Context: an optimization exercise on an open-source flow, tuned for small area and a short achievable clock period. The choices shown serve that exercise and are no tape-out recipe.
Only simulation tests tie the RTL to the original design; equivalence was not proved.

[flow/constraint.sdc]
create_clock -name core_clock -period 32.0 [get_ports {clk}]
set_input_delay 6.4000 -clock core_clock [delete_from_list [all_inputs] [get_ports {clk}]]
set_output_delay 6.4000 -clock core_clock [all_outputs]
set_load 0.01 [all_outputs]
[flow/run.sh]
#!/bin/bash
# synth_recipe.tcl (not shown) runs the flow's synth.tcl, then flattens the netlist and writes it again
# the make line also repeats each setting of config.mk as NAME=value (left out here)
make -C /OpenROAD-flow-scripts/flow DESIGN_CONFIG=/design/flow/config.mk WORK_HOME=/design/flow/orfs CLKGATE_MAP_FILE= SYNTH_SCRIPT=/design/flow/synth_recipe.tcl finish
[flow/design.v]
`timescale 1ns/10ps
module D_FF (q, d, reset, clk);
output reg q;
input d, reset, clk;
always_ff @(posedge clk)
if (reset)
q <= 0;  
else
q <= d;  
endmodule 
`timescale 1ns/10ps
module mux2to1 (data1, data2, readreg, dataout);
	input logic data1, data2;
	input logic readreg;
	output dataout;
	logic notreadreg;
	logic a, b;
	not (notreadreg, readreg);
	and (a, notreadreg, data1);
	and (b, readreg, data2);
	or (dataout, a, b);
endmodule  
`timescale 1ns/10ps
module mux4to1 (A, B, C, D, select, out);
	input logic A, B, C, D;
	input logic [1:0] select;
	output logic out;
	logic out1, out2;
	mux2to1 mux1 (A, B, select[0], out1);
	mux2to1 mux2 (C, D, select[0], out2);
	mux2to1 mux3 (out1, out2, select[1], out);
endmodule 
`timescale 1ns/10ps
module mux8to1 (data0, data1, data2, data3, data4, data5,
					 data6, data7, select, out);
	input logic data0, data1, data2, data3, data4, data5, data6, data7;
	input logic [2:0] select;
	output logic out;
	logic data10, data11, data12, data13;
	logic data20, data21;
	mux2to1 mux10 (data0, data1, select[0], data10);
	mux2to1 mux11 (data2, data3, select[0], data11);
	mux2to1 mux12 (data4, data5, select[0], data12);
	mux2to1 mux13 (data6, data7, select[0], data13);
	mux2to1 mux20 (data10, data11, select[1], data20);
	mux2to1 mux21 (data12, data13, select[1], data21);
	mux2to1 mux3 (data20, data21, select[2], out);
endmodule
`timescale 1ns/10ps
module mux32to1 (datain, dataout, regselect);
	input logic [31:0] datain;
	input logic [4:0] regselect;
	output logic dataout;
	logic [15:0] data1;
	logic [7:0] data2;
	logic [3:0] data3;
	logic [1:0] data4;
	genvar i;
	genvar j;
	generate
		for(i=0; i<32; i=i+2) begin : eachMux1
			mux2to1 mux2a (datain[i], datain[i+1], regselect[0], data1[i/2]);
		end
	endgenerate
	generate
		for(i=0; i<16; i=i+2) begin : eachMux2
			mux2to1 mux2b (data1[i], data1[i+1], regselect[1], data2[i/2]);
		end
	endgenerate
	generate
		for(i=0; i<8; i=i+2) begin : eachMux3
			mux2to1 mux2c (data2[i], data2[i+1], regselect[2], data3[i/2]);
		end
	endgenerate
	generate
		for(i=0; i<4; i=i+2) begin : eachMux4
			mux2to1 mux2d (data3[i], data3[i+1], regselect[3], data4[i/2]);
		end
	endgenerate
	mux2to1 mux2e (data4[0], data4[1], regselect[4], dataout);
endmodule  
`timescale 1ns/10ps
module decoder2to4 (regwrite, wraddr, wren);
	input logic regwrite;
	input logic [1:0] wraddr;
	output logic [3:0] wren;
	logic [1:0] nwa;
	not (nwa[0], wraddr[0]);
	not (nwa[1], wraddr[1]);
	and (wren[0], nwa[1], nwa[0], regwrite);
	and (wren[1], nwa[1], wraddr[0], regwrite);
	and (wren[2], wraddr[1], nwa[0], regwrite);
	and (wren[3], wraddr[1], wraddr[0], regwrite);
endmodule  
`timescale 1ns/10ps
module decoder3to8 (regwrite, wraddr, wren);
	input logic regwrite;
	input logic [2:0] wraddr;
	output logic [7:0] wren;
	logic [2:0] nwa;
	not (nwa[0], wraddr[0]);
	not (nwa[1], wraddr[1]);
	not (nwa[2], wraddr[2]);
	and (wren[0], nwa[2], nwa[1], nwa[0], regwrite);
	and (wren[1], nwa[2], nwa[1], wraddr[0], regwrite);
	and (wren[2], nwa[2], wraddr[1], nwa[0], regwrite);
	and (wren[3], nwa[2], wraddr[1], wraddr[0], regwrite);
	and (wren[4], wraddr[2], nwa[1], nwa[0], regwrite);
	and (wren[5], wraddr[2], nwa[1], wraddr[0], regwrite);
	and (wren[6], wraddr[2], wraddr[1], nwa[0], regwrite);
	and (wren[7], wraddr[2], wraddr[1], wraddr[0], regwrite);
endmodule  
`timescale 1ns/10ps
module Decoder (regwrite, wraddr, wren);
	input logic regwrite;
	input logic [4:0] wraddr;
	output logic [31:0] wren;
	logic [3:0] enables;
	decoder2to4 dec1 (regwrite, wraddr[4:3], enables);
	decoder3to8 findec1 (enables[0], wraddr[2:0], wren[7:0]);
	decoder3to8 findec2 (enables[1], wraddr[2:0], wren[15:8]);
	decoder3to8 findec3 (enables[2], wraddr[2:0], wren[23:16]);
	decoder3to8 findec4 (enables[3], wraddr[2:0], wren[31:24]);
endmodule  
`timescale 1ns/10ps
module Reg (clk, wren, datain, dataout);
	input logic clk;
	input logic wren;
	input logic [63:0] datain;
	output logic [63:0] dataout;
	logic nwr;
	logic [63:0] datanew, dataold, datafinal;
	not (nwr, wren);
	genvar i;
	generate 
		for(i=0; i<64; i++) begin : eachdata
			and (datanew[i], datain[i], wren);
			and (dataold[i], dataout[i], nwr);
			or (datafinal[i], datanew[i], dataold[i]);
			D_FF dff_thing (dataout[i], datafinal[i], 1'b0, clk);
		end
	endgenerate
endmodule  
`timescale 1ns/10ps
module regfile (clk, RegWrite, WriteRegister, WriteData, ReadRegister1, 
					  ReadRegister2, ReadData1, ReadData2);
	input logic clk, RegWrite;
	input logic [4:0] WriteRegister, ReadRegister1, ReadRegister2;
	input logic [63:0] WriteData;
	output logic [63:0] ReadData1, ReadData2;
	logic [31:0] WriteEnable;
	logic [31:0][63:0] DataOut;
	logic [63:0][31:0] DataBit;
	logic [63:0] ArrayData1, ArrayData2;
	Decoder decoder (RegWrite, WriteRegister, WriteEnable);
	genvar i;
	genvar l;
	generate 
		for(i=0; i<31; i++) begin : eachRegister
			Reg reg1 (clk, WriteEnable[i], WriteData, DataOut[i]);
		end
	endgenerate
	Reg reg31 (clk, 1, 64'b0, DataOut[31]);
	genvar r;
	genvar m;
	generate
		for(r=0; r<32; r++) begin : eachSwitch
			for(m=0; m<64; m++) begin :eachLoad
				assign DataBit[m][r] = DataOut[r][m];
			end
		end
	endgenerate
	genvar j;
	genvar k;
	generate
		for(j=0; j<64; j++) begin : eachMux
			mux32to1 mux1 (DataBit[j], ArrayData1[j], ReadRegister1);
			mux32to1 mux2 (DataBit[j], ArrayData2[j], ReadRegister2);
		end
	endgenerate
	assign ReadData1 = (RegWrite && (WriteRegister != 5'd31) && (WriteRegister == ReadRegister1)) ? WriteData : ArrayData1;
	assign ReadData2 = (RegWrite && (WriteRegister != 5'd31) && (WriteRegister == ReadRegister2)) ? WriteData : ArrayData2;
endmodule  
`timescale 1ns/10ps
module fullAdder (a, b, cin, cout, sum);
	input logic a, b, cin;
	output logic cout, sum;
	logic acin;
	logic bcin;
	logic ab;
	and (acin, a, cin);
	and (bcin, b, cin);
	and (ab, a, b);
	or (cout, acin, bcin, ab);
	xor (sum, a, b, cin);
endmodule 
`timescale 1ns/10ps
module overflow (cin, cout, isOverflow);
	input logic cin, cout;
	output logic isOverflow;
	xor (isOverflow, cin, cout);
endmodule 
`timescale 1ns/10ps
module addOperation (a, b, sum, overflow, cout);
	input logic [63:0] a, b;
	output logic [63:0] sum;
	output logic overflow;
	output logic cout;
	logic [63:0] currCout;
	fullAdder add0 (a[0], b[0], 0, currCout[0], sum[0]);
	genvar i;
	generate
		for(i=1; i<64; i=i+1) begin : addEachBit
			fullAdder add1 (a[i], b[i], currCout[i-1], currCout[i], sum[i]);
		end
	endgenerate
	overflow msbOverflow (currCout[62], currCout[63], overflow);
	or (cout, currCout[63], 1'b0);
endmodule
`timescale 1ns/10ps
module subOperation (a, b, sum, overflow, cout);
	input logic [63:0] a, b;
	output logic [63:0] sum;
	output logic overflow;
	output logic cout;
	logic [63:0] currCout;
	logic [63:0] bInverted;
	genvar j;
	generate 
		for(j=0; j<64; j++) begin : eachInvert
			not (bInverted[j], b[j]);
		end
	endgenerate
	fullAdder add0 (a[0], bInverted[0], 1, currCout[0], sum[0]);
	genvar i;
	generate
		for(i=1; i<64; i=i+1) begin : addEachBit
			fullAdder add1 (a[i], bInverted[i], currCout[i-1], currCout[i], sum[i]);
		end
	endgenerate
	overflow msbOverflow (currCout[62], currCout[63], overflow);
	or (cout, currCout[63], 1'b0);
endmodule 
`timescale 1ns/10ps
module andOperation (a, b, result);
	input logic [63:0] a, b;
	output logic [63:0] result;
	genvar i;
	generate
		for (i=0; i<64; i++) begin : andOp
			and (result[i], a[i], b[i]);
		end
	endgenerate
endmodule
`timescale 1ns/10ps
module orOperation (a, b, result);
	input logic [63:0] a, b;
	output logic [63:0] result;
	genvar i;
	generate
		for (i=0; i<64; i++) begin : orOp
			or (result[i], a[i], b[i]);
		end
	endgenerate
endmodule
`timescale 1ns/10ps
module xorOperation (a, b, result);
	input logic [63:0] a, b;
	output logic [63:0] result;
	genvar i;
	generate
		for (i=0; i<64; i++) begin : xorOp
			xor (result[i], a[i], b[i]);
		end
	endgenerate
endmodule 
`timescale 1ns/10ps
module zero (data, isZero);
	input logic [63:0] data;
	output logic isZero;
	logic [31:0] data1;
	logic [15:0] data2;
	logic [7:0] data3;
	logic [3:0] data4;
	logic [1:0] data5;
	logic isNotZero;
	genvar i;
	generate
		for(i=0; i<63; i=i+2) begin : eachOr1
			or (data1[i/2], data[i], data[i+1]);
		end
	endgenerate
	generate
		for(i=0; i<31; i=i+2) begin : eachOr2
			or (data2[i/2], data1[i], data1[i+1]);
		end
	endgenerate
	generate
		for(i=0; i<15; i=i+2) begin : eachOr3
			or (data3[i/2], data2[i], data2[i+1]);
		end
	endgenerate
	generate
		for(i=0; i<7; i=i+2) begin : eachOr4
			or (data4[i/2], data3[i], data3[i+1]);
		end
	endgenerate
	generate
		for(i=0; i<3; i=i+2) begin : eachOr5
			or (data5[i/2], data4[i], data4[i+1]);
		end
	endgenerate
	or (isNotZero, data5[0], data5[1]);
	not (isZero, isNotZero);
endmodule 
`timescale 1ns/10ps
module alu(A, B, cntrl, result, negative, zero, overflow, carry_out);
	input logic [63:0] A, B;
	input logic [2:0] cntrl;
	output logic [63:0] result;
	output logic negative, zero, overflow, carry_out;
	logic [63:0] addresult;
	logic [63:0] subresult;
	logic [63:0] andresult;
	logic [63:0] orresult;
	logic [63:0] xorresult;
	logic [63:0] bresult;
	logic addover, subover;
	logic addcout, subcout;
	logic x1, x2;
	addOperation add (A, B, addresult, addover, addcout);
	subOperation sub (A, B, subresult, subover, subcout);
	andOperation aNd (A, B, andresult);
	orOperation oR (A, B, orresult);
	xorOperation xOr (A, B, xorresult);
	genvar j;
	generate
		for(j=0; j<64; j++) begin : eachBuf
			buf (bresult[j], B[j]);
		end
	endgenerate
	genvar i;
	generate
		for(i=0; i<64; i++) begin : eachComp
			mux8to1 mux1 (bresult[i], x1, addresult[i], subresult[i], 
							  andresult[i], orresult[i], xorresult[i], x2, 
							  cntrl, result[i]);
		end
	endgenerate
	zero z1 (result, zero);
	assign negative = result[63];
	mux2to1 mux2 (addover, subover, cntrl[0], overflow);
	mux2to1 mux3 (addcout, subcout, cntrl[0], carry_out);
endmodule 
`timescale 1ns/10ps
module mult (
	input logic		[63:0]	A, B,
	input logic					doSigned,				 
	output logic	[63:0]	mult_low, mult_high 
	);
	logic signed	[63:0]	signedA, signedB;
	logic signed	[127:0]	signedResult;
	logic				[127:0]	unsignedResult;
	always_comb begin
		signedA = A;
		signedB = B;
		signedResult = signedA * signedB;
	end
	always_comb
		unsignedResult = A * B;
	always_comb
		if (doSigned)
			{mult_high, mult_low} = signedResult;
		else
			{mult_high, mult_low} = unsignedResult;
endmodule
`timescale 1ns/10ps
module shifter(
	input logic		[63:0]	value,
	input logic					direction,  
	input	logic		[5:0]		distance,
	output logic	[63:0]	result
	);
	always_comb begin
		if (direction == 0)
			result = value << distance;
		else
			result = value >> distance;
	end
endmodule
`timescale 1ns/10ps
module control (clk, instruction, Reg2Loc, ALUSrc, MemtoRegMem, RegWriteWr, MemWriteMem, BrTaken, UncondBr, ValSelect, ALUOpEx, ShiftSelectEx, WhichtoRegMem, DirectionEx, negative, overflow, zero, carryout, cbzZ);
	input logic clk;
	input logic [31:0] instruction;
	logic [31:0] instructionS;
	input logic negative, overflow, zero, carryout, cbzZ;
	output logic  BrTaken, UncondBr;
	output logic Reg2Loc, ValSelect, ALUSrc;
	logic MemToReg, RegWrite, MemWrite, ShiftSelect, WhichToReg, Direction;
	logic [3:0] ALUOp;
	logic newNegative, newOverflow, newZero, newCarryout;
	logic CondDelay, CondDelayD;
	logic [1:0] zeroD;
	logic [20:16] zeroRm;
	logic [5:0] shamt;
	logic [4:0] codeLT;	
	logic [5:0] opcodeB;
	logic [7:0] opcodeCB;
	logic [9:0] opcodeI;
	logic [10:0] opcodeR;
	logic [10:0] opcodeD;
	logic [10:0] opcodeRS;
	logic [5:0] shamtS;
	assign opcodeRS = instructionS[31:21];
	assign shamtS = instructionS[15:10]; 
	assign zeroD = instruction[11:10];  
	assign zeroRm = instruction[20:16];  
	assign shamt = instruction[15:10];  
	assign codeLT = instruction[4:0]; 
	assign opcodeB = instruction[31:26];
	assign opcodeCB = instruction[31:24];
	assign opcodeI = instruction[31:22];
	assign opcodeR = instruction[31:21];
	assign opcodeD = instruction[31:21];
	always_comb begin
		CondDelay = 1'b0;
		Reg2Loc = 1'b0;
		ALUSrc = 1'b0;
		MemToReg = 1'b0;
		RegWrite = 1'b0;
		MemWrite = 1'b0;
		BrTaken = 1'b0;
		UncondBr = 1'b0;
		ValSelect = 1'b0;
		ShiftSelect = 1'b0;
		WhichToReg = 1'b0;
		Direction = 1'b0;
		ALUOp = 3'b000;
		if (opcodeI == 10'b1001000100) begin
			ALUSrc = 1;
			MemToReg = 0;
			RegWrite = 1; 
			MemWrite = 0;
			BrTaken = 0;
			ValSelect = 1;
			WhichToReg = 0;
			ALUOp = 3'b010;
		end
		else if ((opcodeR == 11'b10101011000) && (shamt == 6'b000000)) begin
			CondDelay = 1;
			Reg2Loc = 1;
			ALUSrc = 0;
			MemToReg = 0;
			RegWrite = 1;
			MemWrite = 0;
			BrTaken = 0;
			WhichToReg = 0;
			ALUOp = 3'b010;
		end
		else if (opcodeB == 6'b000101) begin
			RegWrite = 0;
			MemWrite = 0;
			BrTaken = 1;
			UncondBr = 1;
			ALUOp = 3'b000;
		end
		else if ((opcodeCB == 8'b01010100) && (codeLT == 5'b01011)) begin
			Reg2Loc = 0;
			ALUSrc = 0;
			RegWrite = 0;
			MemWrite = 0;
			BrTaken = CondDelayD ? (negative != overflow) : (newNegative != newOverflow);
			UncondBr = 0;
			ALUOp = 3'b000;
		end
		else if (opcodeCB == 8'b10110100) begin
			Reg2Loc = 0;
			ALUSrc = 0;
			RegWrite = 0;
			MemWrite = 0;
			BrTaken = cbzZ;
			UncondBr = 0;
			ALUOp = 3'b000;
		end
		else if ((opcodeD == 11'b11111000010) && (zeroD == 2'b00)) begin
			ALUSrc = 1;
			MemToReg = 1;
			RegWrite = 1;
			MemWrite = 0;
			BrTaken = 0;
			ValSelect = 0;
			WhichToReg = 0;
			ALUOp = 3'b010;
		end
		else if ((opcodeR == 11'b11010011011) && (zeroRm == 5'b00000)) begin
			RegWrite = 1;
			MemWrite = 0;
			BrTaken = 0;
			ShiftSelect = 1;
			WhichToReg = 1;
			Direction = 0;
			ALUOp = 3'b000;
		end
		else if ((opcodeR == 11'b11010011010) && (zeroRm == 5'b00000)) begin
			RegWrite = 1;
			MemWrite = 0;
			BrTaken = 0;
			ShiftSelect = 1;
			WhichToReg = 1;
			Direction = 1;
			ALUOp = 3'b000;
		end
		else if ((opcodeR == 11'b10011011000) && (shamt == 6'h1F)) begin
			Reg2Loc = 1;
			RegWrite = 1;
			MemWrite = 0;
			BrTaken = 0;
			ShiftSelect = 0;
			WhichToReg = 1;
			ALUOp = 3'b000;
		end
		else if ((opcodeD == 11'b11111000000) && (zeroD == 2'b00)) begin
			Reg2Loc = 0;
			ALUSrc = 1;
			MemToReg = 1;
			RegWrite = 0;
			MemWrite = 1;
			BrTaken = 0;
			ValSelect = 0;
			WhichToReg = 0;
			ALUOp = 3'b010;
		end
		else if ((opcodeR == 11'b11101011000) && (shamt == 6'b000000)) begin
			CondDelay = 1;
			Reg2Loc = 1;
			ALUSrc = 0;
			MemToReg = 0;
			RegWrite = 1;
			MemWrite = 0;
			BrTaken = 0;
			WhichToReg = 0;
			ALUOp = 3'b011;
		end
		else begin
			CondDelay = 1'b0;
			Reg2Loc = 1'b0;
			ALUSrc = 1'b0;
			MemToReg = 1'b0;
			RegWrite = 1'b0;
			MemWrite = 1'b0;
			BrTaken = 1'b0;
			UncondBr = 1'b0;
			ValSelect = 1'b0;
		   ShiftSelect = 1'b0;
			WhichToReg = 1'b0;
			Direction = 1'b0;
			ALUOp = 3'b000;
		end
	end
	always_ff @(posedge clk) begin
		instructionS <= instruction;
	end
	always_ff @(posedge clk) begin
		CondDelayD <= CondDelay;
	end
	always_ff @(posedge clk) begin
		if (((opcodeRS == 11'b10101011000) || (opcodeRS == 11'b11101011000)) && (shamtS == 6'b000000)) begin
			newNegative <= negative;
			newOverflow <= overflow;
			newZero <= zero;
			newCarryout <= carryout;
		end
		else begin
			newNegative <= newNegative;
			newOverflow <= newOverflow;
			newZero <= newZero;
			newCarryout <= newCarryout;
		end
	end
	logic MemtoRegEx, RegWriteEx, MemWriteEx,
	WhichtoRegEx;
	output logic [3:0] ALUOpEx;
	output logic DirectionEx, ShiftSelectEx;
	always_ff @(posedge clk) begin
		MemtoRegEx <= MemToReg;
		RegWriteEx <= RegWrite;
		MemWriteEx <= MemWrite;
		ALUOpEx <= ALUOp;
		ShiftSelectEx <= ShiftSelect;
		WhichtoRegEx <= WhichToReg;
		DirectionEx <= Direction;
	end
	output logic MemtoRegMem, MemWriteMem, WhichtoRegMem;
	logic RegWriteMem;
	always_ff @(posedge clk) begin
		MemtoRegMem <= MemtoRegEx;
		RegWriteMem <= RegWriteEx;
		MemWriteMem <= MemWriteEx;
		WhichtoRegMem <= WhichtoRegEx;
	end
	output logic RegWriteWr;
	always_ff @(posedge clk) begin
		RegWriteWr <= RegWriteMem;
	end
endmodule
`timescale 1ns/10ps
module forwarding_unit (clk, instruction, Rd, Rm, Rn, Rdrf, Rmrf, Rnrf, RdE, RmE, RnE, 
							   WARrn, WARrm);
	input logic clk;
	input logic [31:0] instruction;						
	input logic [4:0] Rd, Rm, Rn, Rdrf, Rmrf, Rnrf, RdE, RmE, RnE;
	output logic [1:0] WARrm, WARrn;
	logic [31:0] instructionE;
	always_ff @(posedge clk) begin
		instructionE <= instruction;
	end
	logic [1:0] zeroD;
	logic [20:16] zeroRm;
	logic [5:0] shamt;
	logic [4:0] codeLT;	
	logic [5:0] opcodeB;
	logic [7:0] opcodeCB;
	logic [9:0] opcodeI;
	logic [10:0] opcodeR;
	logic [10:0] opcodeD;
	logic [1:0] zeroDE;
	logic [20:16] zeroRmE;
	logic [5:0] shamtE;
	logic [4:0] codeLTE;	
	logic [5:0] opcodeBE;
	logic [7:0] opcodeCBE;
	logic [9:0] opcodeIE;
	logic [10:0] opcodeRE;
	logic [10:0] opcodeDE; 
	assign zeroD = instruction[11:10];  
	assign zeroRm = instruction[20:16];  
	assign shamt = instruction[15:10];  
	assign codeLT = instruction[4:0]; 
	assign opcodeB = instruction[31:26];
	assign opcodeCB = instruction[31:24];
	assign opcodeI = instruction[31:22];
	assign opcodeR = instruction[31:21];
	assign opcodeD = instruction[31:21];
	assign zeroDE = instructionE[11:10];  
	assign zeroRmE = instructionE[20:16];  
	assign shamtE = instructionE[15:10];  
	assign codeLTE = instructionE[4:0]; 
	assign opcodeBE = instructionE[31:26];
	assign opcodeCBE = instructionE[31:24];
	assign opcodeIE = instructionE[31:22];
	assign opcodeRE = instructionE[31:21];
	assign opcodeDE = instructionE[31:21];
	always_comb begin
		if (opcodeI == 10'b1001000100) begin
			if ((Rdrf == 5'b11111 && Rn == 5'b11111) || (RdE == 5'b11111 && Rn == 5'b11111))
				WARrn = 2'b00;
			else if ((opcodeDE == 11'b11111000000) && (zeroDE == 2'b00)) begin
				if (RdE == Rn)
					WARrn = 2'b10;
				else 
					WARrn = 2'b00;
			end
			else begin
				if (Rdrf == Rn) begin
					if ((opcodeRE == 11'b11010011011) && (zeroRmE == 5'b00000) ||
						(opcodeRE == 11'b11010011010) && (zeroRmE == 5'b00000) || 
						(opcodeRE == 11'b10011011000) && (shamtE == 6'h1F)) 
						WARrn = 2'b11;
					else
						WARrn = 2'b01;
				end
				else if (RdE == Rn)
					WARrn = 2'b10;
				else
					WARrn = 2'b00;
			end
			if ((Rdrf == 5'b11111 && Rm == 5'b11111) || (RdE == 5'b11111 && Rm == 5'b11111))
				WARrm = 2'b00;
			else if ((opcodeDE == 11'b11111000000) && (zeroDE == 2'b00)) begin
				if (RdE == Rm)
					WARrm = 2'b10;
				else 
					WARrm = 2'b00;
			end
			else begin
				if (Rdrf == Rm) begin
					if ((opcodeRE == 11'b11010011011) && (zeroRmE == 5'b00000) ||
						(opcodeRE == 11'b11010011010) && (zeroRmE == 5'b00000) || 
						(opcodeRE == 11'b10011011000) && (shamtE == 6'h1F)) 
						WARrm = 2'b11;
					else
						WARrm = 2'b01;
				end
				else if (RdE == Rm)
					WARrm = 2'b10;
				else
					WARrm = 2'b00;
			end
		end
		else if ((opcodeR == 11'b10101011000) && (shamt == 6'b000000)) begin
			if ((Rdrf == 5'b11111 && Rn == 5'b11111) || (RdE == 5'b11111 && Rn == 5'b11111))
				WARrn = 2'b00;
			else if ((opcodeDE == 11'b11111000000) && (zeroDE == 2'b00)) begin
				if (RdE == Rn)
					WARrn = 2'b10;
				else 
					WARrn = 2'b00;
			end
			else begin
				if (Rdrf == Rn) begin
					if ((opcodeRE == 11'b11010011011) && (zeroRmE == 5'b00000) ||
						(opcodeRE == 11'b11010011010) && (zeroRmE == 5'b00000) || 
						(opcodeRE == 11'b10011011000) && (shamtE == 6'h1F)) 
						WARrn = 2'b11;
					else
						WARrn = 2'b01;
				end
				else if (RdE == Rn)
					WARrn = 2'b10;
				else
					WARrn = 2'b00;
			end
			if ((Rdrf == 5'b11111 && Rm == 5'b11111) || (RdE == 5'b11111 && Rm == 5'b11111))
				WARrm = 2'b00;
			else if ((opcodeDE == 11'b11111000000) && (zeroDE == 2'b00)) begin
				if (RdE == Rm)
					WARrm = 2'b10;
				else 
					WARrm = 2'b00;
			end
			else begin
				if (Rdrf == Rm) begin
					if ((opcodeRE == 11'b11010011011) && (zeroRmE == 5'b00000) ||
						(opcodeRE == 11'b11010011010) && (zeroRmE == 5'b00000) || 
						(opcodeRE == 11'b10011011000) && (shamtE == 6'h1F)) 
						WARrm = 2'b11;
					else
						WARrm = 2'b01;
				end
				else if (RdE == Rm)
					WARrm = 2'b10;
				else
					WARrm = 2'b00;
			end
		end
		else if (opcodeB == 6'b000101) begin
			WARrn = 2'b00;
			WARrm = 2'b00;
		end
		else if ((opcodeCB == 8'b01010100) && (codeLT == 5'b01011)) begin
			WARrn = 2'b00;
			WARrm = 2'b00;
		end
		else if (opcodeCB == 8'b10110100) begin
			WARrn = 2'b00;
			if ((Rdrf == 5'b11111) && (Rd == 5'b11111))
				WARrm = 2'b00;
			else if (Rdrf == Rd) begin
				   if ((opcodeRE == 11'b11010011011) && (zeroRmE == 5'b00000) ||
						(opcodeRE == 11'b11010011010) && (zeroRmE == 5'b00000) || 
						(opcodeRE == 11'b10011011000) && (shamtE == 6'h1F)) 
						WARrm = 2'b11;
					else
						WARrm = 2'b01;
			end
			else if (RdE == Rd)
				WARrm = 2'b10;
			else
				WARrm = 2'b00;
		end
		else if ((opcodeD == 11'b11111000010) && (zeroD == 2'b00)) begin
			if ((Rdrf == 5'b11111 && Rn == 5'b11111) || (RdE == 5'b11111 && Rn == 5'b11111))
				WARrn = 2'b00;
			else if ((opcodeDE == 11'b11111000000) && (zeroDE == 2'b00)) begin
				if (RdE == Rn)
					WARrn = 2'b10;
				else 
					WARrn = 2'b00;
			end
			else begin
				if (Rdrf == Rn) begin
					if ((opcodeRE == 11'b11010011011) && (zeroRmE == 5'b00000) ||
						(opcodeRE == 11'b11010011010) && (zeroRmE == 5'b00000) || 
						(opcodeRE == 11'b10011011000) && (shamtE == 6'h1F)) 
						WARrn = 2'b11;
					else
						WARrn = 2'b01;
				end
				else if (RdE == Rn)
					WARrn = 2'b10;
				else
					WARrn = 2'b00;
			end
			if ((Rdrf == 5'b11111 && Rd == 5'b11111) || (RdE == 5'b11111 && Rd == 5'b11111))
				WARrm = 2'b00;
			else if ((opcodeDE == 11'b11111000000) && (zeroDE == 2'b00)) begin
				if (RdE == Rd)
					WARrm = 2'b10;
				else 
					WARrm = 2'b00;
			end
			else begin
				if (Rdrf == Rd) begin
					if ((opcodeRE == 11'b11010011011) && (zeroRmE == 5'b00000) ||
						(opcodeRE == 11'b11010011010) && (zeroRmE == 5'b00000) || 
						(opcodeRE == 11'b10011011000) && (shamtE == 6'h1F)) 
						WARrm = 2'b11;
					else
						WARrm = 2'b01;
				end
				else if (RdE == Rd)
					WARrm = 2'b10;
				else
					WARrm = 2'b00;
			end
		end
		else if ((opcodeR == 11'b11010011011) && (zeroRm == 5'b00000)) begin
			if ((Rdrf == 5'b11111 && Rn == 5'b11111) || (RdE == 5'b11111 && Rn == 5'b11111))
				WARrn = 2'b00;
			else if ((opcodeDE == 11'b11111000000) && (zeroDE == 2'b00)) begin
				if (RdE == Rn)
					WARrn = 2'b10;
				else 
					WARrn = 2'b00;
			end
			else begin
				if (Rdrf == Rn) begin
					if ((opcodeRE == 11'b11010011011) && (zeroRmE == 5'b00000) ||
						(opcodeRE == 11'b11010011010) && (zeroRmE == 5'b00000) || 
						(opcodeRE == 11'b10011011000) && (shamtE == 6'h1F)) 
						WARrn = 2'b11;
					else
						WARrn = 2'b01;
				end
				else if (RdE == Rn)
					WARrn = 2'b10;
				else
					WARrn = 2'b00;
			end
			if ((Rdrf == 5'b11111 && Rm == 5'b11111) || (RdE == 5'b11111 && Rm == 5'b11111))
				WARrm = 2'b00;
			else if ((opcodeDE == 11'b11111000000) && (zeroDE == 2'b00)) begin
				if (RdE == Rm)
					WARrm = 2'b10;
				else 
					WARrm = 2'b00;
			end
			else begin
				if (Rdrf == Rm) begin
					if ((opcodeRE == 11'b11010011011) && (zeroRmE == 5'b00000) ||
						(opcodeRE == 11'b11010011010) && (zeroRmE == 5'b00000) || 
						(opcodeRE == 11'b10011011000) && (shamtE == 6'h1F)) 
						WARrm = 2'b11;
					else
						WARrm = 2'b01;
				end
				else if (RdE == Rm)
					WARrm = 2'b10;
				else
					WARrm = 2'b00;
			end
		end
		else if ((opcodeR == 11'b11010011010) && (zeroRm == 5'b00000)) begin
			if ((Rdrf == 5'b11111 && Rn == 5'b11111) || (RdE == 5'b11111 && Rn == 5'b11111))
				WARrn = 2'b00;
			else if ((opcodeDE == 11'b11111000000) && (zeroDE == 2'b00)) begin
				if (RdE == Rn)
					WARrn = 2'b10;
				else 
					WARrn = 2'b00;
			end
			else begin
				if (Rdrf == Rn) begin
					if ((opcodeRE == 11'b11010011011) && (zeroRmE == 5'b00000) ||
						(opcodeRE == 11'b11010011010) && (zeroRmE == 5'b00000) || 
						(opcodeRE == 11'b10011011000) && (shamtE == 6'h1F)) 
						WARrn = 2'b11;
					else
						WARrn = 2'b01;
				end
				else if (RdE == Rn)
					WARrn = 2'b10;
				else
					WARrn = 2'b00;
			end
			if ((Rdrf == 5'b11111 && Rm == 5'b11111) || (RdE == 5'b11111 && Rm == 5'b11111))
				WARrm = 2'b00;
			else if ((opcodeDE == 11'b11111000000) && (zeroDE == 2'b00)) begin
				if (RdE == Rm)
					WARrm = 2'b10;
				else 
					WARrm = 2'b00;
			end
			else begin
				if (Rdrf == Rm) begin
					if ((opcodeRE == 11'b11010011011) && (zeroRmE == 5'b00000) ||
						(opcodeRE == 11'b11010011010) && (zeroRmE == 5'b00000) || 
						(opcodeRE == 11'b10011011000) && (shamtE == 6'h1F)) 
						WARrm = 2'b11;
					else
						WARrm = 2'b01;
				end
				else if (RdE == Rm)
					WARrm = 2'b10;
				else
					WARrm = 2'b00;
			end
		end
		else if ((opcodeR == 11'b10011011000) && (shamt == 6'h1F)) begin
			if ((Rdrf == 5'b11111 && Rn == 5'b11111) || (RdE == 5'b11111 && Rn == 5'b11111))
				WARrn = 2'b00;
			else if ((opcodeDE == 11'b11111000000) && (zeroDE == 2'b00)) begin
				if (RdE == Rn)
					WARrn = 2'b10;
				else 
					WARrn = 2'b00;
			end
			else begin
				if (Rdrf == Rn) begin
					if ((opcodeRE == 11'b11010011011) && (zeroRmE == 5'b00000) ||
						(opcodeRE == 11'b11010011010) && (zeroRmE == 5'b00000) || 
						(opcodeRE == 11'b10011011000) && (shamtE == 6'h1F)) 
						WARrn = 2'b11;
					else
						WARrn = 2'b01;
				end
				else if (RdE == Rn)
					WARrn = 2'b10;
				else
					WARrn = 2'b00;
			end
			if ((Rdrf == 5'b11111 && Rm == 5'b11111) || (RdE == 5'b11111 && Rm == 5'b11111))
				WARrm = 2'b00;
			else if ((opcodeDE == 11'b11111000000) && (zeroDE == 2'b00)) begin
				if (RdE == Rm)
					WARrm = 2'b10;
				else 
					WARrm = 2'b00;
			end
			else begin
				if (Rdrf == Rm) begin
					if ((opcodeRE == 11'b11010011011) && (zeroRmE == 5'b00000) ||
						(opcodeRE == 11'b11010011010) && (zeroRmE == 5'b00000) || 
						(opcodeRE == 11'b10011011000) && (shamtE == 6'h1F)) 
						WARrm = 2'b11;
					else
						WARrm = 2'b01;
				end
				else if (RdE == Rm)
					WARrm = 2'b10;
				else
					WARrm = 2'b00;
			end
		end
		else if ((opcodeD == 11'b11111000000) && (zeroD == 2'b00)) begin
			if ((Rdrf == 5'b11111 && Rn == 5'b11111) || (RdE == 5'b11111 && Rn == 5'b11111))
				WARrn = 2'b00;
			else if ((opcodeDE == 11'b11111000000) && (zeroDE == 2'b00)) begin
				if (RdE == Rn)
					WARrn = 2'b10;
				else 
					WARrn = 2'b00;
			end
			else begin
				if (Rdrf == Rn) begin
					if ((opcodeRE == 11'b11010011011) && (zeroRmE == 5'b00000) ||
						(opcodeRE == 11'b11010011010) && (zeroRmE == 5'b00000) || 
						(opcodeRE == 11'b10011011000) && (shamtE == 6'h1F)) 
						WARrn = 2'b11;
					else
						WARrn = 2'b01;
				end
				else if (RdE == Rn)
					WARrn = 2'b10;
				else
					WARrn = 2'b00;
			end
			if ((Rdrf == 5'b11111 && Rd == 5'b11111) || (RdE == 5'b11111 && Rd == 5'b11111))
				WARrm = 2'b00;
			else if ((opcodeDE == 11'b11111000000) && (zeroDE == 2'b00)) begin
				if (RdE == Rd)
					WARrm = 2'b10;
				else 
					WARrm = 2'b00;
			end
			else begin
				if (Rdrf == Rd) begin
					if ((opcodeRE == 11'b11010011011) && (zeroRmE == 5'b00000) ||
						(opcodeRE == 11'b11010011010) && (zeroRmE == 5'b00000) || 
						(opcodeRE == 11'b10011011000) && (shamtE == 6'h1F)) 
						WARrm = 2'b11;
					else
						WARrm = 2'b01;
				end
				else if (RdE == Rd)
					WARrm = 2'b10;
				else
					WARrm = 2'b00;
			end
		end
		else if ((opcodeR == 11'b11101011000) && (shamt == 6'b000000)) begin
			if ((Rdrf == 5'b11111 && Rn == 5'b11111) || (RdE == 5'b11111 && Rn == 5'b11111))
				WARrn = 2'b00;
			else if ((opcodeDE == 11'b11111000000) && (zeroDE == 2'b00)) begin
				if (RdE == Rn)
					WARrn = 2'b10;
				else 
					WARrn = 2'b00;
			end
			else begin
				if (Rdrf == Rn) begin
					if ((opcodeRE == 11'b11010011011) && (zeroRmE == 5'b00000) ||
						(opcodeRE == 11'b11010011010) && (zeroRmE == 5'b00000) || 
						(opcodeRE == 11'b10011011000) && (shamtE == 6'h1F)) 
						WARrn = 2'b11;
					else
						WARrn = 2'b01;
				end
				else if (RdE == Rn)
					WARrn = 2'b10;
				else
					WARrn = 2'b00;
			end
			if ((Rdrf == 5'b11111 && Rm == 5'b11111) || (RdE == 5'b11111 && Rm == 5'b11111))
				WARrm = 2'b00;
			else if ((opcodeDE == 11'b11111000000) && (zeroDE == 2'b00)) begin
				if (RdE == Rm)
					WARrm = 2'b10;
				else 
					WARrm = 2'b00;
			end
			else begin
				if (Rdrf == Rm) begin
					if ((opcodeRE == 11'b11010011011) && (zeroRmE == 5'b00000) ||
						(opcodeRE == 11'b11010011010) && (zeroRmE == 5'b00000) || 
						(opcodeRE == 11'b10011011000) && (shamtE == 6'h1F)) 
						WARrm = 2'b11;
					else
						WARrm = 2'b01;
				end
				else if (RdE == Rm)
					WARrm = 2'b10;
				else
					WARrm = 2'b00;
			end
		end
		else begin
			WARrn = 2'b00;
			WARrm = 2'b00;
		end
	end
endmodule
`timescale 1ns/10ps
module cpu (clk, reset, imem_addr, imem_rdata, dmem_addr, dmem_we, dmem_wdata, dmem_rdata);
	input logic clk, reset;
	output logic [63:0] imem_addr;
	input logic [31:0] imem_rdata;
	output logic [63:0] dmem_addr;
	output logic dmem_we;
	output logic [63:0] dmem_wdata;
	input logic [63:0] dmem_rdata;
	logic RegWrite;
	logic [4:0] WriteRegister, ReadRegister1, ReadRegister2;
	logic [63:0] WriteData, ReadData1, ReadData2;
	logic [63:0] A, B;
	logic [2:0] ALUOp;
	logic [63:0] result;
	logic negative, zero, overflow, carry_out;
	logic MemWrite;
	logic [63:0] read_data;
	logic [31:0] instruction;
	logic [63:0] PC, PC1, PC2, PC3;
	logic [63:0] PCBr;
	logic dontcare1, dontcare2, dontcare3, dontcare4;
	logic [18:0] CondAddr19;
	logic [25:0] BrAddr26; 
	logic [63:0] SE19, SE26;
	logic [63:0] CondOut;
	logic [63:0] ReadData2rf;
	logic [63:0] ReadData1rf;
	logic UncondBr;
	logic BrTaken;
	logic [63:0] BranchAdd;
	logic [63:0] mulLowE;
	logic [63:0] shiftResultE;
	logic [63:0] resultE;
	logic [63:0] ReadData2E;
	logic [31:0] instructionFF;
	logic [63:0] Aout;
	logic [63:0] Bout;
	logic [63:0] Brf;
	logic [63:0] Arf;
	logic [63:0] Amul;
	logic [63:0] Bmul;
	logic [63:0] mulSelectOut;
	logic [63:0] WriteDataMem;
	logic [1:0] WARrm, WARrn;
	addOperation add (PC, 64'd4, PC1, dontcare1, dontcare2);
	assign SE19 = { {45{CondAddr19[18]}}, CondAddr19 };
	assign SE26 = { {38{BrAddr26[25]}}, BrAddr26 };
	genvar i1;
	generate
		for (i1=0; i1<64; i1++) begin : eachCondmux
			mux2to1 mux2 (SE19[i1], SE26[i1], UncondBr, CondOut[i1]);
		end
	endgenerate
	shifter sh1 (CondOut, 1'b0, 6'd2, BranchAdd);
	genvar i18;
	generate 
		for (i18=0; i18<64; i18++) begin : eachPCbranch
			D_FF PCFF (PCBr[i18], PC[i18], reset, clk);
		end
	endgenerate
	addOperation add1 (PCBr, BranchAdd, PC2, dontcare3, dontcare4);
	genvar i2;
	generate
		for (i2=0; i2<64; i2++) begin : eachBranchmux
			mux2to1 mux3 (PC1[i2], PC2[i2], BrTaken, PC3[i2]);
		end
	endgenerate
	genvar i3;
	generate
		for (i3=0; i3<64; i3++) begin : eachDff
			D_FF flipflop (PC[i3], PC3[i3], reset, clk);
		end
	endgenerate
	assign imem_addr = PC;
	assign instruction = imem_rdata;
	genvar i10;
	generate
		for (i10=0; i10<32; i10++) begin : eachInstruction
			D_FF dffI (instructionFF[i10], instruction[i10], reset, clk);
		end
	endgenerate
	logic [4:0] Rd, Rm, Rn;
	logic [4:0] RdMem;
	logic Reg2Loc;
	genvar i4;
	generate
		for (i4=0; i4<5; i4++) begin : eachAddr
			mux2to1 mux4 (Rd[i4], Rm[i4], Reg2Loc, ReadRegister2[i4]);
		end
	endgenerate
	assign WriteRegister = Rd;
	assign ReadRegister1 = Rn;
	regfile register (clk, RegWrite, RdMem, WriteDataMem, ReadRegister1, 
					  ReadRegister2, ReadData1, ReadData2);
	genvar i17;
	generate
		for (i17=0; i17<64; i17++) begin : eachRFforward
			mux4to1 mux17A (ReadData1[i17], result[i17], WriteData[i17], mulSelectOut[i17], WARrn, A[i17]);
			mux4to1 mux17B (ReadData2[i17], result[i17], WriteData[i17], mulSelectOut[i17], WARrm, B[i17]);
		end
	endgenerate
	logic cbzZ;
	zero cbzflag (B, cbzZ);
	logic [8:0] DAddr9;
	logic [11:0] Imm12;
	logic [63:0] SE9;
	logic [63:0] ZE12;
	assign SE9 = { {55{DAddr9[8]}}, DAddr9 };
	assign ZE12 = { 52'b0, Imm12};
	logic [63:0] immediate_val;
	logic ValSelect;
	genvar i5;
	generate
		for (i5=0; i5<64; i5++) begin : eachImmediate
			mux2to1 mux5 (SE9[i5], ZE12[i5], ValSelect, immediate_val[i5]);
		end
	endgenerate
	logic ALUSrc;
	genvar i6;
	generate
		for (i6=0; i6<64; i6++) begin : eachImmselect
			mux2to1 mux6 (B[i6], immediate_val[i6], ALUSrc, Bout[i6]);
		end
	endgenerate
	assign Aout = A;
	genvar i11;
	generate 
		for (i11=0; i11<64; i11++) begin : eachRegisterfetch
			D_FF dffR1 (Brf[i11], Bout[i11], reset, clk);
			D_FF dffR2 (Arf[i11], Aout[i11], reset, clk);
			D_FF dffR3 (ReadData2rf[i11], B[i11], reset, clk);
			D_FF dffR4 (ReadData1rf[i11], A[i11], reset, clk);
		end
	endgenerate
	logic [4:0] Rdrf;
	logic [4:0] Rmrf;
	logic [4:0] Rnrf;
	genvar i12;
	generate
		for (i12=0; i12<5; i12++) begin : eachRdrf
			D_FF dffRd1 (Rdrf[i12], Rd[i12], reset, clk);
			D_FF dffRm1 (Rmrf[i12], Rm[i12], reset, clk);
			D_FF dffRn1 (Rnrf[i12], Rn[i12], reset, clk);
		end
	endgenerate
	alu alu1 (Arf, Brf, ALUOp, result, negative, zero, overflow, carry_out);
	logic [63:0] mulLow, mulHigh;
	mult multiply (ReadData1rf, ReadData2rf, 0, mulLow, mulHigh);
	logic direction;
	logic [5:0] distance;
	logic [63:0] shiftResult;
	logic [5:0] distanceEx;
	genvar i19;
	generate
		for (i19=0; i19<6; i19++) begin : eachDistance
			D_FF disFF (distanceEx[i19], distance[i19], reset, clk);
		end
	endgenerate
	shifter shift (ReadData1rf, direction, distanceEx, shiftResult);
	logic ShiftSelect;
   genvar i7;
	generate 
		for (i7=0; i7<64; i7++) begin : eachMulshift
			mux2to1 mux7 (mulLow[i7], shiftResult[i7], ShiftSelect, mulSelectOut[i7]);
		end
	endgenerate
	logic [63:0] mulSelectOutE;
	genvar i13;
	generate 
		for (i13=0; i13<64; i13++) begin : eachExecute
			D_FF dffE1 (mulSelectOutE[i13], mulSelectOut[i13], reset, clk);
			D_FF dffE3 (resultE[i13], result[i13], reset, clk);
			D_FF dffE4 (ReadData2E[i13], ReadData2rf[i13], reset, clk);
		end
	endgenerate
	logic [4:0] RdE;
	logic [4:0] RmE;
	logic [4:0] RnE;
	genvar i14;
	generate 
		for (i14=0; i14<5; i14++) begin : eachRdExecute
			D_FF dffRdE (RdE[i14], Rdrf[i14], reset, clk);
			D_FF dffRmE (RmE[i14], Rmrf[i14], reset, clk);
			D_FF dffRnE (RnE[i14], Rnrf[i14], reset, clk);
		end
	endgenerate
	logic MemtoReg;
	logic [63:0] memOrALU;
	genvar i8;
	generate
		for (i8=0; i8<64; i8++) begin : eachMem
			mux2to1 mux8 (resultE[i8], read_data[i8], MemtoReg, memOrALU[i8]);
		end
	endgenerate
	logic WhichToReg;
	genvar i9;
	generate
		for (i9=0; i9<64; i9++) begin : eachALUshift
			mux2to1 mux9 (memOrALU[i9], mulSelectOutE[i9], WhichToReg, WriteData[i9]);
		end
	endgenerate
	genvar i15;
	generate
		for (i15=0; i15<64; i15++) begin : eachMemory
			D_FF dffM1 (WriteDataMem[i15], WriteData[i15], reset, clk);
		end
	endgenerate
	genvar i16;
	generate
		for (i16=0; i16<5; i16++) begin : eachRdMem 
			D_FF dffrdm (RdMem[i16], RdE[i16], reset, clk);
		end
	endgenerate
	logic negativeF, overflowF, zeroF, carry_outF;
	assign dmem_addr = resultE;
	assign dmem_we = MemWrite;
	assign dmem_wdata = ReadData2E;
	assign read_data = dmem_rdata;
	control ctrl (clk, instructionFF, Reg2Loc, ALUSrc, MemtoReg, RegWrite, MemWrite, BrTaken, 
					  UncondBr, ValSelect, ALUOp, ShiftSelect, WhichToReg, direction, 
					  negative, overflow, zero, carry_out, cbzZ);
	forwarding_unit fwd (clk, instructionFF, Rd, Rm, Rn, Rdrf, Rmrf, Rnrf, RdE, RmE, RnE, 
						  WARrn, WARrm);
	assign CondAddr19 = instructionFF[23:5];
	assign BrAddr26 = instructionFF[25:0];
	assign Rn = instructionFF[9:5];
	assign Rd = instructionFF[4:0];
	assign Rm = instructionFF[20:16];
	assign Imm12 = instructionFF[21:10];
	assign DAddr9 = instructionFF[20:12];
	assign distance = instructionFF[15:10];
endmodule 
[flow/config.mk]
export PLATFORM = sky130hd
export DESIGN_NAME = cpu
export DESIGN_NICKNAME = cpu
export VERILOG_FILES = /design/flow/design.v
export SDC_FILE = /design/flow/constraint.sdc
export NUM_CORES = 4
export LEC_CHECK = 0
export CAP_MARGIN = 20
export CORE_MARGIN = 2
export CORE_UTILIZATION = 30
export PLACE_DENSITY = 0.5
export SLEW_MARGIN = 20
==> flow_summary.ini <==
[critical_path]
crit_top_cell = fa_1
critPathKind = reg -> reg
critPathRequiredTime_ns = 32.89
slowest_stage = fa_1
slowest_delay_ns = 0.48
crit_arrival_ns = 31.98
start_kind = register
end_kind = register
critPathMaxFanout = 18

[placement]
placed_area_um2 = 216000
gp_congestion = 0.986
place_inst = 26780
portBuffers = 290
dp_hpwl_um = 621000

[routing]
first_pass_iters = 6
detail-route-antenna-nets = 0
via_count = 153235
initialDrtViolationCount = 20845
via_per_inst = 5.59
wl_per_cell_um = 32.8
drc = 0
wirelength_um = 899000

[yosys]
synth_nets = 21024
synth_ff_type = edfxtp_1
synth_fa_ha_area_share_pct = 22.2
synth-edff-count = 1986
postSynthAreaPerCell_um2 = 10.9
ys_types = 97
synth_top_family_by_area = adder cells
synth_cells = 18535
synth_seq_cells = 2651
yosys.area_share.simple_pct = 15.1
yosysSeqAreaShare_pct = 36.0
synthXorXnorAreaFrac_pct = 0.963
synth_warnings = 12
synthArstFlopShare_pct = 0
synth_compound_area_share_pct = 6.87
syn_area_um2 = 203000
synth_mux_area_share_pct = 11.9

[timing]
finalCritPeriodShare_pct = 97.2
period_minus_slack_ns = 31.09
hold_violations = 0
worst_clock_skew_ns = 0.0931
rsz0062_at_grt = no
setup_viol = 0
slew_viol_final = 0
max_freq_mhz = 32.2
tightest_slew_ns = 1.27
maxSlewHeadroom_pct = 13.1

[floorplanning]
die_h_um = 826
core_area_um2 = 673000
rows = 301
ioPinCount = 291
dieArea_um2 = 682000
initial_core_util_pct = 30.1
die_w_um = 826

[cts]
cts_buffers = 308
clock_sinks = 2651
cts_tree = built
cts-htree-levels = 5
clk_pin_slew_ns = 0.07
clk_latency_ns = 1.04
root_buffer = clkbuf_16
cts_buffer_depth = 4

[flow_run]
maxCapViolCount = 0

[grt]
antenna_found_initial = 123
grt-ovfl-total = 0
grt.total_usage_pct = 25.8
grt_max_degree = 151
grt_pass1_wl_um = 1250000
grt_pass1_vias = 152786

[status]
status = no timing/DRC/antenna violations

[final_layout]
area_growth_pct = 11.4
fin_cells = 27407
layout_commonest_cell = and2_1
stdcell_area_um2 = 226000
nFillCells = 67521
drive_gt1_share_pct = 11.7
layout_common_cells = 2,037 x and2_1, 1,986 x edfxtp_1, 1,976 x fa_1, 1,974 x nand2_1, 1,819 x inv_1
nets = 20648

[hold_path]
min_path_type = reg -> reg
-- worst paths after layout --
check	cells past startpoint	slack, ns	startpoint	end
worst max-delay path	78	0.91	eachRegisterfetch[0].dffR2.q	eachDff[17].flipflop.q
worst min register to register	0	0.34	ctrl.WhichtoRegEx	ctrl.WhichtoRegMem
worst max register to register	78	0.91	eachRegisterfetch[0].dffR2.q	eachDff[17].flipflop.q
worst min-delay path	0	0.34	ctrl.WhichtoRegEx	ctrl.WhichtoRegMem
-- per-stage QoR --
stage                     utilization (%)  hold WS (ns)  setup WS (ns)  TNS (ns)
after global placement               32.0         0.312         -0.616    -36.54
after floorplan                         -         0.310          0.535         0
after detailed placement             32.0         0.320         -0.756    -45.21
after CTS                            33.5         0.329         0.0282         0
final                                33.6         0.338          0.911         0
after global routing                 33.6         0.341         0.0220         0
-- layer usage --
layer	GRT usage, %	vias to the layer above	routed length, um
li1	-	61954	-
met1	32.7	79927	337000
met2	40.2	9194	403000
met3	6.59	2118	96800
met4	14.5	42	61600
met5	0	-	271
-- final cells by class --
cell class                 instances  area (um2)  area share, %
tap                             8938       11200           4.95
clock buffer                     397        8300           3.67
inverter                        1822        6840           3.03
timing repair buffer             899        8030           3.55
antenna                           57         143         0.0632
sequential                      2651       73100           32.4
clock inverter                   166        1580          0.700
multi-input combinational      12477      117000           51.6
-- repair_timing --
action,CTS,global route
pin swaps,3,1
gates resized for setup,22,26
endpoints found under the hold margin,0,0
hold buffers,0,0
setup buffers,2,0
gates cloned,1,0
endpoints found under the setup margin,64,64
-- worst max-delay path: cells and delay by family, from the launching register on --
kind	cells	cell delay, ns
fa+ha+maj	64	28.74
simple gates	4	0.39
flops	1	0.35
xor+xnor	2	0.32
compound gates	3	0.53
buf+inv	5	0.70
-- synth_stat cells, types with 205 or more instances --
cell type / count / area (um2)
nor2b_1: 250 / 1560
mux4_2: 691 / 15600
a21oi_1: 546 / 2730
nand3_1: 560 / 2800
inv_1: 1820 / 6830
edfxtp_1: 1986 / 59600
a211oi_1: 209 / 1570
ha_1: 375 / 4690
buf_4: 226 / 1700
nand2_1: 1979 / 7430
dfxtp_1: 665 / 13300
clkbuf_1: 933 / 3500
buf_1: 205 / 769
fa_1: 2016 / 40400
mux2i_1: 766 / 7670
and2_1: 2037 / 12700
o21ai_0: 522 / 2610
nor2_1: 832 / 3120
-- logic make-up after synthesis --
family	after synthesis
DFF	2651
and+or+nand+nor	6149
xor gates and xnor gates	223
buffers and inverters	3407
adders and majority gates	2391
muxes	1532
AOI/OAI and AO/OA	2182

## what the ideal ports hide
How much do the figures lean on ideal ports? The routed layout below was timed once more, with nothing changed but the port constraints. Step 1 (the two cells are an assumption about what drives the block):
set clk [get_ports {clk}]
set_driving_cell -lib_cell sky130_fd_sc_hd__clkbuf_16 $clk
set_driving_cell -lib_cell sky130_fd_sc_hd__buf_2 [delete_from_list [all_inputs] $clk]
Step 2 also shifts input and output timing later by t, the mid clock arrival at the registers, as if the neighbouring blocks saw the same clock. Slacks: ideal / step 1 / step 2; pairs: ideal / step 1.
t, ns: 1.089
setup slack, ns: 0.911 / 0.911 / 0.911
hold slack, ns: 0.338 / 0.338 / 0.338
worst register clock-pin slew, ns: 0.07 / 0.07
cell pins on the clock port's net: 1
After both steps this run still meets setup and hold. The setup slack of this run moves by 0.000 ns with the drivers and by 0.000 ns with both steps.
